Background: an optimization exercise with open tools, aiming at small area. Do not read the settings as production practice.
Power is estimated from default activity; no workload was simulated.

## top
module top(
  input clk,
  input rst_n,
  input din_rx,
  output dout_tx_s1,
  output dout_tx_s2,
  output [31:0] addr_tx_s1,
  output [31:0] addr_tx_s2
    );
  reg [3:0] rp;
  reg [5:0] rc1;
  wire r_idle = ~rp[3] & rp[1] & ~rp[0];                     
  wire r_stop = ~rp[3] & ~rp[1] & rp[0];                     
  wire rc1_51 = ~rc1[5] & ~rc1[4] & ~rc1[3] & ~rc1[2];       
  wire strobe = rp[3] & rc1_51;                              
  wire rx_done = r_stop & din_rx & rc1_51;                   
  always @(posedge clk) begin
    if (!rst_n)
      rp <= 4'd2;
    else if (r_idle) begin
      if (!din_rx) rp <= 4'd7;
    end else if (r_stop) begin
      if (din_rx & rc1_51) rp <= 4'd2;
    end else if (rc1_51)
      rp <= rp + 4'd1;
  end
  always @(posedge clk) begin
    if (r_idle)
      rc1 <= 6'd27;
    else if (rc1_51) begin
      if (!r_stop) rc1 <= 6'd5;
    end else if (!r_stop | din_rx)
      rc1 <= {rc1[4:0], rc1[5] ^ rc1[4]};
  end
  reg [3:0] k;
  reg [1:0] sel;        
  reg pw;               
  reg pw_seen;          
  reg [15:0] wd;        
  reg [31:0] wan;       
  reg [1:0] b;          
  reg [3:0] p;          
  reg [5:0] c;
  reg [1:0] gn;         
  wire active = ~(b[1] & b[0]);
  wire c50 = c[5] & ~c[4] & c[3] & ~c[2] & c[1];
  wire c_m2 = ~c[4] & ~c[3] & ~c[2] & ~c[1] & ~c[0];
  wire c_m1 = ~c[5] & ~c[4] & ~c[3] & ~c[2] & ~c[1];
  ...
export LEC_CHECK = 0
export CAP_MARGIN = 0
export CORE_MARGIN = 2
export CORE_UTILIZATION = 60
export PLACE_DENSITY = 0.8
export SLEW_MARGIN = 0
create_clock -name core_clock -period 5.0 [get_ports {clk}]
standard.sh (not shown) runs the stock make flow with config.mk's settings and CLKGATE_MAP_FILE= SYNTH_SCRIPT=/design/flow/synth_recipe.tcl, a recipe that flattens the netlist after the stock synthesis.
==> flow/flow/run.sh <==
#!/bin/bash
set -euo pipefail
bash standard.sh synth > synth.log 2>&1
bash standard.sh \
  "BUFFER_PORTS_ARGS=-buffer_cell sky130_fd_sc_hd__buf_1" \
  "CTS_ARGS=-repair_clock_nets -dont_use_dummy_load -buf_list sky130_fd_sc_hd__clkbuf_16 -root_buf sky130_fd_sc_hd__clkbuf_16" \
  finish > layout.log 2>&1
Edit:
==> flow/flow/run.sh (replaced) <==
#!/bin/bash
set -euo pipefail
bash standard.sh synth > synth.log 2>&1
bash standard.sh "BUFFER_PORTS_ARGS=-buffer_cell sky130_fd_sc_hd__buf_1" finish > layout.log 2>&1
CAP_MARGIN = 20   (was 0)
CORE_UTILIZATION = 40   (was 60)
CTS_BUF_LIST = sky130_fd_sc_hd__clkbuf_8   (was not set)
PLACE_DENSITY = 0.6   (was 0.8)
SLEW_MARGIN = 20   (was 0)
Result: The changed run went through all stages and came out clean; core utilization is lower by 23 points; power drops by 4.8%; cell count is higher by 8.9%; final area climbs by 0.34%.
Edit:
==> flow/flow/run.sh (replaced) <==
#!/bin/bash
set -euo pipefail
bash standard.sh synth > synth.log 2>&1
bash standard.sh \
  "BUFFER_PORTS_ARGS=-buffer_cell sky130_fd_sc_hd__buf_1" \
  "CTS_ARGS=-sink_clustering_enable -repair_clock_nets -dont_use_dummy_load -buf_list sky130_fd_sc_hd__clkbuf_8" \
  finish > layout.log 2>&1
CAP_MARGIN = 0   (was 20)
CORE_UTILIZATION = 60   (was 40)
CTS_BUF_LIST = not set   (was sky130_fd_sc_hd__clkbuf_8)
PLACE_DENSITY = 0.8   (was 0.6)
SLEW_MARGIN = 0   (was 20)
What happened: Clock-buffer cell count is unchanged. Final area is lower by 2.8%. Total power is lower by 8.1%. Final cell count is lower by 8.2%. First-iteration DRC count is higher to 2.7 times its value. Utilization is higher by 21 points. Die area is lower by 32%.
Edit:
--- a/flow/flow/run.sh
+++ b/flow/flow/run.sh
@@ -6 +6 @@
-  "CTS_ARGS=-sink_clustering_enable -repair_clock_nets -dont_use_dummy_load -buf_list sky130_fd_sc_hd__clkbuf_8" \
+  "CTS_ARGS=-sink_clustering_enable -sink_clustering_size 30 -sink_clustering_max_diameter 200 -repair_clock_nets -dont_use_dummy_load -buf_list sky130_fd_sc_hd__clkbuf_8" \
Maximum frequency does not change. Die area is unchanged. Routed wire length stays the same. Via count does not change. Clock power barely changes. Sequential share of layout area stays the same. Cell area stays the same. Clock-buffer cell count is unchanged. Worst setup slack does not change. Global-route usage stays the same.
Function was not checked in any run of this note: the RTL went through the layout flow alone.

-- afterwards: timing with drivers on the ports --
The results above use ideal ports. As a check the final layouts listed here were re-extracted and re-timed, cells and wires unchanged. Step 1, drivers: a clkbuf_16 drives clk and a buf_2 each remaining input, both assumed. Step 2 also shifts input and output timing later by t, the mid clock arrival at the registers, as if the neighbouring blocks saw the same clock. Slacks: ideal / step 1 / step 2; pairs: ideal / step 1.
| run | t, ns | setup WS [ns] | worst setup path after step 2 | worst data-port slew with drivers (ns) | cell pins on the clock port's net |
|---|---|---|---|---|---|
| the first run | 0.352 | 2.282 / 2.251 / 1.959 | input to register | 0.03 | 1 |
| the second run | 0.383 | 2.346 / 2.350 / 1.967 | input to register | 0.03 | 1 |
| the third run | 0.364 | 2.265 / 2.238 / 1.961 | input to register | 0.03 | 1 |
| the fourth run | 0.364 | 2.265 / 2.238 / 1.961 | input to register | 0.03 | 1 |
After both steps setup and hold are still met in every run listed. For the second run, which loses most, drivers alone change the setup slack by +0.004 ns; drivers and shift together by -0.379 ns.
